This design comes from an exercise in tuning for small area, a short achievable clock period and few clock cycles on the open sky130 flow, not from production work.
No functional check of the RTL was part of any run shown here.

==> flow/design.v, too long to show whole: its modules and the start of the top module <==
// module mem: 25 lines
// module dot8: 3516 lines
// module fa: 10 lines
// module accum: 159 lines
// module ctrl: 95 lines
// module mvm: 121 lines
// module mvm_top: 37 lines
module mvm_top (
    input  clk,
    input  rst,
    input  [63:0] i_vec_wdata,
    input  [2:0]  i_vec_waddr,
    input  i_vec_wen,
    input  [63:0] i_mat_wdata,
    input  [3:0]  i_mat_waddr,
    input  [1:0]  i_mat_wen,
    input  i_start,
    input  [2:0]  i_vec_start_addr,
    input  [3:0]  i_vec_num_words,
    input  [3:0]  i_mat_start_addr,
    input  [4:0]  i_mat_num_rows_per_olane,
    output o_busy,
    output [63:0] o_result,
    output o_valid
);
  // ...
==> flow/run.sh <==
#!/bin/bash
# synth_recipe.tcl (not shown) runs the flow's synth.tcl, then flattens the netlist and writes it again
# the make line also repeats each setting of config.mk as NAME=value (left out here)
make -C /OpenROAD-flow-scripts/flow DESIGN_CONFIG=/design/flow/config.mk WORK_HOME=/design/flow/orfs CLKGATE_MAP_FILE= SYNTH_SCRIPT=/design/flow/synth_recipe.tcl finish
==> flow/config.mk <==
export PLATFORM = sky130hd
export DESIGN_NAME = mvm_top
export DESIGN_NICKNAME = mvm_top
export VERILOG_FILES = /design/flow/design.v
export SDC_FILE = /design/flow/constraint.sdc
export NUM_CORES = 4
export LEC_CHECK = 0
export CAP_MARGIN = 20
export CORE_MARGIN = 2
export CORE_UTILIZATION = 40
export SLEW_MARGIN = 20
export SYNTH_HIERARCHICAL = 1
export SYNTH_MINIMUM_KEEP_SIZE = 0
==> flow/constraint.sdc <==
create_clock -name core_clock -period 5.3 [get_ports {clk}]
set_input_delay 1.0600 -clock core_clock [delete_from_list [all_inputs] [get_ports {clk}]]
set_output_delay 1.0600 -clock core_clock [all_outputs]
set_load 0.01 [all_outputs]
==> flow_metrics.env, run 1 <==
export IMPL_setup_violations=0
export IMPL_coreArea_um2=438000
export IMPL_worst_path_largest_cell_delay_ps=1150
export IMPL_placed_area_um2=185000
export IMPL_min_period_ps=3860
export IMPL_status="finished clean"
export IMPL_drive_gt1_share_pct=18.5
export IMPL_fin_crit_sh_pct=72.9
export IMPL_max_cap_violations=0
export IMPL_grt_antenna_before_repair=94
export IMPL_grtUsageMet2_pct=40.3
export IMPL_final_nets=12700
export IMPL_grt_pass1_wl_um=813000
export IMPL_drt_iter0_drc=11800
export IMPL_hold_end="u_mvm.first2"
export IMPL_grt_util_met1_pct=36.0
export IMPL_worst_slack_ps=1440
export IMPL_setup_worst_path_end="u_mvm.lane[0].dot_unit.ra_c7_17"
export IMPL_regToRegEndpoint="u_mvm.lane[0].dot_unit.ra_c7_17"
export IMPL_pre_cts_ws_ps=1230
export IMPL_worst_pin_slew_ps=1330
export IMPL_wl_per_cell_um=36.0
export IMPL_cp_max_fo=8
export IMPL_crit_path_frequent_cell="fa_1"
export IMPL_seq_cells=3663
export IMPL_max_freq_mhz=259
export IMPL_gp_congestion=1.04
export IMPL_syn2layout_area_growth_pct=12.7
export IMPL_via_per_inst=5.74
export IMPL_arrival_ps=4670
export IMPL_cts_resized=0
export IMPL_final_hold_viol_count=0
export IMPL_fp_dieArea_um2=445000
export IMPL_fin_skew_ps=88.8
==> inputs of run 2 (changes only) <==
--- a/flow/config.mk
+++ b/flow/config.mk
@@ -8,5 +8,6 @@
 export CAP_MARGIN = 20
 export CORE_MARGIN = 2
-export CORE_UTILIZATION = 40
+export CORE_UTILIZATION = 60
+export CTS_CLUSTER_SIZE = 30
 export SLEW_MARGIN = 20
 export SYNTH_HIERARCHICAL = 1
==> run 2 against run 1 <==
Effect of this change:
- still clean
- via count up 0.91%
- synthesized area unchanged
- setup slack got worse by 130 ps
- synthesized cell count unchanged
- cell count fell by 11%
- register-to-register slack got worse by 130 ps
- critical path depth stayed put
- global-route usage grew 11 points
- highest routed layer unchanged
==> flow_metrics.env, run 2 <==
export IMPL_clkSlewWorstSetupHoldPaths_ps=60
export IMPL_hold_buffers=0
export IMPL_drt_iter0_drc=13400
export IMPL_coreArea_um2=291000
export IMPL_fin_skew_ps=105
export IMPL_hold_class="reg -> reg"
export IMPL_postCtsSetupBuffers=0
export IMPL_grt_use_total_pct=37.7
export IMPL_syn2layout_area_growth_pct=11.0
export IMPL_wl_per_cell_um=37.5
export IMPL_whs_ps=327
export IMPL_mostFrequentLayoutCell="edfxtp_1"
export IMPL_final_hold_viol_count=0
export IMPL_max_freq_mhz=251
export IMPL_portBuffers=221
export IMPL_worstSetupEndpointType="flop"
export IMPL_ios=223
export IMPL_die_x_um=545
export IMPL_arrival_ps=4770
export IMPL_rows=198
export IMPL_cts_resized=0
export IMPL_status="finished clean"
export IMPL_cts_buffers=372
export IMPL_drc_errors=0
export IMPL_grt_max_degree=101
export IMPL_slew_violations=0
export IMPL_drtPass1Iterations=8
export IMPL_gr_total_overflow=0
export IMPL_crit_required_ps=6080
export IMPL_layout_common_cells="edfxtp_1, fa_1, nand2_1, dfxtp_1, mux4_2"
export IMPL_yosys_warnings=12
export IMPL_cts_sinks=3663
export IMPL_place_hpwl_um=404000
export IMPL_fillers=19600
export IMPL_gp_congestion=1.08
export IMPL_htree_levels=5
export IMPL_worst_pin_slew_ps=1390
export IMPL_relSlewSlack_pct=7.59
export IMPL_cp_start_kind="flop"
export IMPL_tns_ps=0
export IMPL_max_cap_violations=0
export IMPL_grt_pass1_vias=99200
export IMPL_syn_mean_instance_area_um2=17.5
export IMPL_via_per_inst=6.51
export IMPL_grt_pass1_wl_um=764000
export IMPL_syn_inst=10000
export IMPL_fin_crit_sh_pct=75.3
export IMPL_min_period_ps=3990
export IMPL_cts_tree="done"
export IMPL_ant_nets=0
export IMPL_setup_violations=0
export IMPL_drive_gt1_share_pct=17.7
export IMPL_syn_nets=12300
export IMPL_root_buffer="clkbuf_16"
export IMPL_vias=96200
export IMPL_insertion_delay_ps=1000
export IMPL_fp_dieArea_um2=297000
export IMPL_start_util_pct=60.3
export IMPL_cp_max_fo=9
export IMPL_clockBufferDepth=4
export IMPL_finish_utilization_pct=67.0
export IMPL_die_height_um=545
export IMPL_placed_area_um2=182000
export IMPL_rsz0062_at_grt="no"
export IMPL_syn_area_um2=176000
export IMPL_final_nets=12700
export IMPL_worst_setup_path_type="reg -> reg"
export IMPL_fin_area_um2=195000
export IMPL_routed_wl_um=554000
export IMPL_grt_antenna_before_repair=111
[run 2: changes by cell type in the layout (fill, tap and decap cells not counted), sizes merged]
cell | previous run | this run
buf | 270 | 288
bufinv | 34 | 24
clkbuf | 520 | 535
clkdlybuf4s50 | 209 | 200
clkinv | 123 | 102
clkinvlp | 23 | 10
diode | 77 | 128
[run 2: cell type report]
| type | instances | area (um2) | share of cell area (%) |
|---|---|---|---|
| Clock inverter | 153 | 1740 | 0.890 |
| Sequential cell | 3663 | 99100 | 50.8 |
| Antenna cell | 128 | 320 | 0.164 |
| Clock buffer | 535 | 10600 | 5.44 |
| Tap cell | 3900 | 4880 | 2.50 |
| Multi-Input combinational cell | 5804 | 73300 | 37.6 |
| Inverter | 104 | 390 | 0.200 |
| Timing Repair Buffer | 488 | 4740 | 2.43 |
[run 2: worst max-delay path: stages, from the launching register on]
cell and delay, ps:
dfxtp_1 1200, nand2_1 200, fa_1 590, fa_1 440, fa_1 490, fa_1 890
[run 2: path summary, 6_finish.rpt]
check	from	endpoint	slack (ps)	depth (start not counted)
setup / recovery	u_mvm.w_v1[47]	u_mvm.lane[1].dot_unit.ra_c14_9	1310	5
hold / removal	u_mvm.controller.g_first	u_mvm.first1	330	0
setup reg to reg	u_mvm.w_v1[47]	u_mvm.lane[1].dot_unit.ra_c14_9	1310	5
hold reg to reg	u_mvm.controller.g_first	u_mvm.first1	330	0
[run 2: through the flow]
step | worst slack [ps] | cells
after floorplan | 105 | 10000
after global placement | 1410 | 14000
after detailed placement | 1360 | 14000
after CTS | 1500 | 14600
after global routing | 1350 | 14700
final | 1310 | 14800
[run 2: layer usage]
layer / up-vias / global-route usage (%) / part of all wire, %
met4: 47 / 15.9 / 4.9
met2: 6853 / 52.7 / 42
li1: 36300 / - / -
met5: - / 1.96 / 0.19
met1: 51500 / 52.9 / 38
met3: 1489 / 14.9 / 15
==> module mvm, before the edit <==
module mvm (
    input  clk,
    input  rst,
    input  [63:0] i_vec_wdata,
    input  [2:0]  i_vec_waddr,
    input  i_vec_wen,
    input  [63:0] i_mat_wdata,
    input  [3:0]  i_mat_waddr,
    input  [1:0]  i_mat_wen,
    input  i_start,
    input  [2:0]  i_vec_start_addr,
    input  [3:0]  i_vec_num_words,
    input  [3:0]  i_mat_start_addr,
    input  [4:0]  i_mat_num_rows_per_olane,
    output o_busy,
    output [63:0] o_result,
    output o_valid
);
localparam NL = 2;
logic       g_valid, g_first, g_last, psel, mask0, mask1;
logic [1:0] vrow0, vrow1;
logic [2:0] mrow0, mrow1;
ctrl controller (
    .clk(clk),
    .rst(rst),
    .start(i_start),
    .vec_start_addr(i_vec_start_addr),
    .vec_num_words(i_vec_num_words),
    .mat_start_addr(i_mat_start_addr),
    .mat_num_rows_per_olane(i_mat_num_rows_per_olane),
    .g_valid(g_valid),
    .g_first(g_first),
    .g_last(g_last),
    .vrow0(vrow0),
    .vrow1(vrow1),
    .mrow0(mrow0),
    .mrow1(mrow1),
    .psel(psel),
    .mask0(mask0),
    .mask1(mask1),
    .busy(o_busy)
);
logic [63:0] vb0, vb1;
logic [NL-1:0][63:0] mb0, mb1;
mem #(.DATAW(64), .DEPTH(8)) vec_memory (
    .clk(clk),
    .wdata(i_vec_wdata),
    .waddr(i_vec_waddr),
    .wen(i_vec_wen),
    .raddr0(vrow0),
    .raddr1(vrow1),
    .rdata0(vb0),
    .rdata1(vb1)
);
logic valid1, valid2, valid3, first1, first2, first3, last1, last2, last3;
logic out4, out5;
logic [63:0] w_v0, w_v1;
logic [NL-1:0][63:0] w_m0, w_m1;
logic [NL-1:0][21:0] res;
always_ff @(posedge clk) begin
    w_v0 <= (psel ? vb1 : vb0) & {64{!mask0}};
    w_v1 <= (psel ? vb0 : vb1) & {64{!mask1}};
end
genvar i;
generate
    for (i = 0; i < NL; i++) begin : lane
        logic [131:0] rows;
        mem #(.DATAW(64), .DEPTH(16)) mat_memory (
            .clk(clk),
            .wdata(i_mat_wdata),
            .waddr(i_mat_waddr),
            .wen(i_mat_wen[i]),
            .raddr0(mrow0),
            .raddr1(mrow1),
            .rdata0(mb0[i]),
            .rdata1(mb1[i])
        );
        always_ff @(posedge clk) begin
            w_m0[i] <= mb0[i];
            w_m1[i] <= mb1[i];
        end
        dot8 dot_unit (
            .clk(clk),
            .m0(w_m0[i]),
            .m1(w_m1[i]),
            .v0(w_v0),
            .v1(w_v1),
            .rows(rows)
        );
        accum accumulator (
            .clk(clk),
            .rows(rows),
            .first(first3),
            .result(res[i])
        );
        assign o_result[32*i +: 32] = {{10{res[i][21]}}, res[i]};
    end
endgenerate
always_ff @(posedge clk) begin
    first1 <= g_first;
    first2 <= first1;
    first3 <= first2;
    last1 <= g_last;
    last2 <= last1;
    last3 <= last2;
    if (rst) begin
        valid1 <= 1'b0;
        valid2 <= 1'b0;
        valid3 <= 1'b0;
        out4 <= 1'b0;
        out5 <= 1'b0;
    end else begin
        valid1 <= g_valid;
        valid2 <= valid1;
        valid3 <= valid2;
        out4 <= valid3 && last3;
        out5 <= out4;
    end
end
assign o_valid = out5;
endmodule
==> inputs of run 3 (changes only) <==
--- a/flow/design.v
+++ b/flow/design.v
@@ -3858,6 +3858,10 @@
     .rdata1(vb1)
 );
-logic valid1, valid2, valid3, first1, first2, first3, last1, last2, last3;
-logic out4, out5;
+localparam TREE_STAGES = 2;
+localparam ROWW = 132;                
+localparam TD = TREE_STAGES + 1;      
+logic [TD:1] valid_d, first_d, last_d;
+logic out_a, out_b;
+wire  first_t = first_d[TD];
 logic [63:0] w_v0, w_v1;
 logic [NL-1:0][63:0] w_m0, w_m1;
@@ -3870,5 +3874,5 @@
 generate
     for (i = 0; i < NL; i++) begin : lane
-        logic [131:0] rows;
+        logic [ROWW-1:0] rows;
         mem #(.DATAW(64), .DEPTH(16)) mat_memory (
             .clk(clk),
@@ -3896,5 +3900,5 @@
             .clk(clk),
             .rows(rows),
-            .first(first3),
+            .first(first_t),
             .result(res[i])
         );
@@ -3903,25 +3907,17 @@
 endgenerate
 always_ff @(posedge clk) begin
-    first1 <= g_first;
-    first2 <= first1;
-    first3 <= first2;
-    last1 <= g_last;
-    last2 <= last1;
-    last3 <= last2;
+    first_d <= {first_d[TD-1:1], g_first};
+    last_d <= {last_d[TD-1:1], g_last};
     if (rst) begin
-        valid1 <= 1'b0;
-        valid2 <= 1'b0;
-        valid3 <= 1'b0;
-        out4 <= 1'b0;
-        out5 <= 1'b0;
+        valid_d <= '0;
+        out_a <= 1'b0;
+        out_b <= 1'b0;
     end else begin
-        valid1 <= g_valid;
-        valid2 <= valid1;
-        valid3 <= valid2;
-        out4 <= valid3 && last3;
-        out5 <= out4;
+        valid_d <= {valid_d[TD-1:1], g_valid};
+        out_a <= valid_d[TD] && last_d[TD];    
+        out_b <= out_a;                        
     end
 end
-assign o_valid = out5;
+assign o_valid = out_b;
 endmodule
 module mvm_top (
--- a/flow/config.mk
+++ b/flow/config.mk
@@ -8,6 +8,6 @@
 export CAP_MARGIN = 20
 export CORE_MARGIN = 2
-export CORE_UTILIZATION = 60
-export CTS_CLUSTER_SIZE = 30
+export CORE_UTILIZATION = 40
+export SETUP_SLACK_MARGIN = 2.3
 export SLEW_MARGIN = 20
 export SYNTH_HIERARCHICAL = 1
==> run 3 against run 2 <==
Effect of this change:
- cell count rose by 15%
- non-clock buffer count rose by 437
- hold slack got worse by 3.2 ps
==> flow_metrics.env, run 3 <==
export IMPL_dp_cells=15800
export IMPL_ant_nets=0
export IMPL_drtPass1Iterations=6
export IMPL_max_freq_mhz=312
export IMPL_via_per_inst=5.68
export IMPL_relSlewSlack_pct=27.6
export IMPL_die_height_um=667
export IMPL_grt_pass1_vias=101000
export IMPL_routed_wl_um=634000
export IMPL_syn_mean_instance_area_um2=17.5
export IMPL_hold_path_startpoint="u_mvm.lane[1].dot_unit.ra_c1_0"
export IMPL_slew_violations=0
export IMPL_layout_common_cells="edfxtp_1, fa_1, nand2_1, dfxtp_1, mux4_2"
export IMPL_hold_class="reg -> reg"
export IMPL_insertion_delay_ps=1030
export IMPL_worst_path_largest_cell_delay_ps=750
export IMPL_worstSetupEndpointType="flop"
export IMPL_arrival_ps=4050
export IMPL_crit_chain="buf_12 -> and2_1 -> fa_1 -> fa_2 -> fa_1 -> fa_2"
export IMPL_vias=96700
export IMPL_fp_dieArea_um2=445000
export IMPL_drt_iter0_drc=11700
export IMPL_drc_errors=0
export IMPL_gp_congestion=1.01
export IMPL_cts_buffers=383
export IMPL_syn_area_um2=176000
export IMPL_grt_max_degree=94
export IMPL_syn_inst=10000
export IMPL_final_nets=13200
export IMPL_wl_per_cell_um=37.2
export IMPL_ios=223
export IMPL_crit_required_ps=6140
export IMPL_start_util_pct=40.2
export IMPL_cp_start_kind="flop"
export IMPL_grt_pass1_wl_um=840000
export IMPL_root_buffer="clkbuf_16"
export IMPL_die_x_um=667
export IMPL_gr_total_overflow=0
export IMPL_fin_skew_ps=106
export IMPL_rows=243
export IMPL_clockBufferDepth=4
export IMPL_worst_setup_path_type="reg -> reg"
export IMPL_yosys_warnings=12
export IMPL_worst_pin_slew_ps=1080
export IMPL_placed_area_um2=185000
export IMPL_tns_ps=0
export IMPL_clkSlewWorstSetupHoldPaths_ps=60
export IMPL_max_cap_violations=0
export IMPL_fin_area_um2=207000
export IMPL_setup_violations=0
export IMPL_whs_ps=324
export IMPL_hold_buffers=0
export IMPL_drive_gt1_share_pct=28.8
export IMPL_cts_sinks=3663
export IMPL_fin_crit_sh_pct=60.5
export IMPL_syn_nets=12300
export IMPL_grt_antenna_before_repair=76
export IMPL_portBuffers=221
export IMPL_rsz0062_at_grt="yes"
export IMPL_fin_cells=17000
export IMPL_grt_use_total_pct=27.9
export IMPL_place_hpwl_um=436000
export IMPL_syn2layout_area_growth_pct=17.9
export IMPL_mostFrequentLayoutCell="edfxtp_1"
export IMPL_final_hold_viol_count=0
export IMPL_status="finished clean"
export IMPL_min_period_ps=3210
export IMPL_crit_start="u_mvm.w_v0[39]"
export IMPL_htree_levels=5
export IMPL_cp_max_fo=7
export IMPL_coreArea_um2=438000
export IMPL_crit_slowest_cell="fa_2"
export IMPL_cts_tree="done"
export IMPL_worstReg2RegStart="u_mvm.w_v0[39]"
-- run 3: cell types whose count changed in the layout (fill, tap and decap cells not counted), moves of 81 or more --
cell,previous run,this run
fa_2,0,441
buf_12,50,273
buf_6,1,82
buf_4,216,299
dfxtp_1,1066,735
fa_1,2053,1612
dfxtp_2,21,103
dfxtp_4,11,260
-- run 3: final cells by class --
type                            instances  area, um2
Sequential cell                      3663     100000
Antenna cell                           64        160
Clock inverter                        181       2250
Multi-Input combinational cell       5804      74800
Fill cell                           36600     231000
Clock buffer                          529      10600
Inverter                              104        390
Tap cell                             5757       7200
Timing Repair Buffer                  925      11700
-- run 3: worst paths after layout --
path | depth (start not counted) | end | slack (ps)
min reg2reg | 0 | u_mvm.lane[1].dot_unit.rb_c1_0 | 320
max reg2reg | 6 | u_mvm.lane[0].dot_unit.ra_c13_12 | 2090
max | 6 | u_mvm.lane[0].dot_unit.ra_c13_12 | 2090
min | 0 | u_mvm.lane[1].dot_unit.rb_c1_0 | 320
-- run 3: worst max-delay path, delay by kind of cell, from the launching register on --
kind | cells | cell delay, ps
AND/OR/NAND/NOR | 1 | 180
adder cells (fa/ha/maj) | 4 | 2370
buffers and inverters | 1 | 160
flip-flops | 1 | 350
-- run 3: per-layer routing --
metal	vias to the layer above	GRT usage, %	share of wire [%]
li1	37100	-	-
met1	52600	37.3	39
met2	5482	42.0	44
met3	1402	7.53	10
met4	31	13.9	6.5
met5	-	0.402	0.056
-- run 3: stage by stage --
| stage | utilization, % | setup slack (ps) |
|---|---|---|
| 2_1_floorplan | - | 1640 |
| 3_3_place_gp | 42.2 | 1460 |
| 3_5_place_dp | 42.2 | 1370 |
| 4_1_cts | 46.6 | 2150 |
| 5_1_grt | 47.3 | 2090 |
| 6_report | 47.3 | 2090 |
-- run 3: timing repair --
item	in CTS	in global routing
gates cloned	3	18
pin swaps	225	398
setup endpoints to repair	431	197
gates resized for setup	873	457
setup buffers	327	88

## port drivers added, routing unchanged
The flow's constraints put no driver on any port. The routed layouts listed below were extracted and timed again, unchanged, in two steps. Step 1 sets driving cells, clkbuf_16 on the clock port and buf_2 on the other inputs (assumed; they add their load-dependent delay and slew). Step 2 moves the port delays by t, midway between the first and last clock arrival at a register: inputs arrive t later, outputs are due t later. That takes back most of the time a late clock gives input paths. Three values: ideal ports, drivers, drivers and shift; two values: the first two.
run | t, ns | setup WS [ns] | worst setup path after step 2 | latest minus earliest clock arrival (ns)
run 1 | 1.066 | 1.438 / 1.438 / 1.220 | input to register | 0.091 / 0.092
run 2 | 1.062 | 1.312 / 1.312 / 1.312 | register to register | 0.106 / 0.106
run 3 | 1.099 | 2.092 / 2.092 / 1.448 | input to register | 0.108 / 0.108
After both steps setup and hold are still met in every run listed. The setup slack of run 3, which loses most, moves by 0.000 ns with the drivers and by -0.644 ns with both steps.
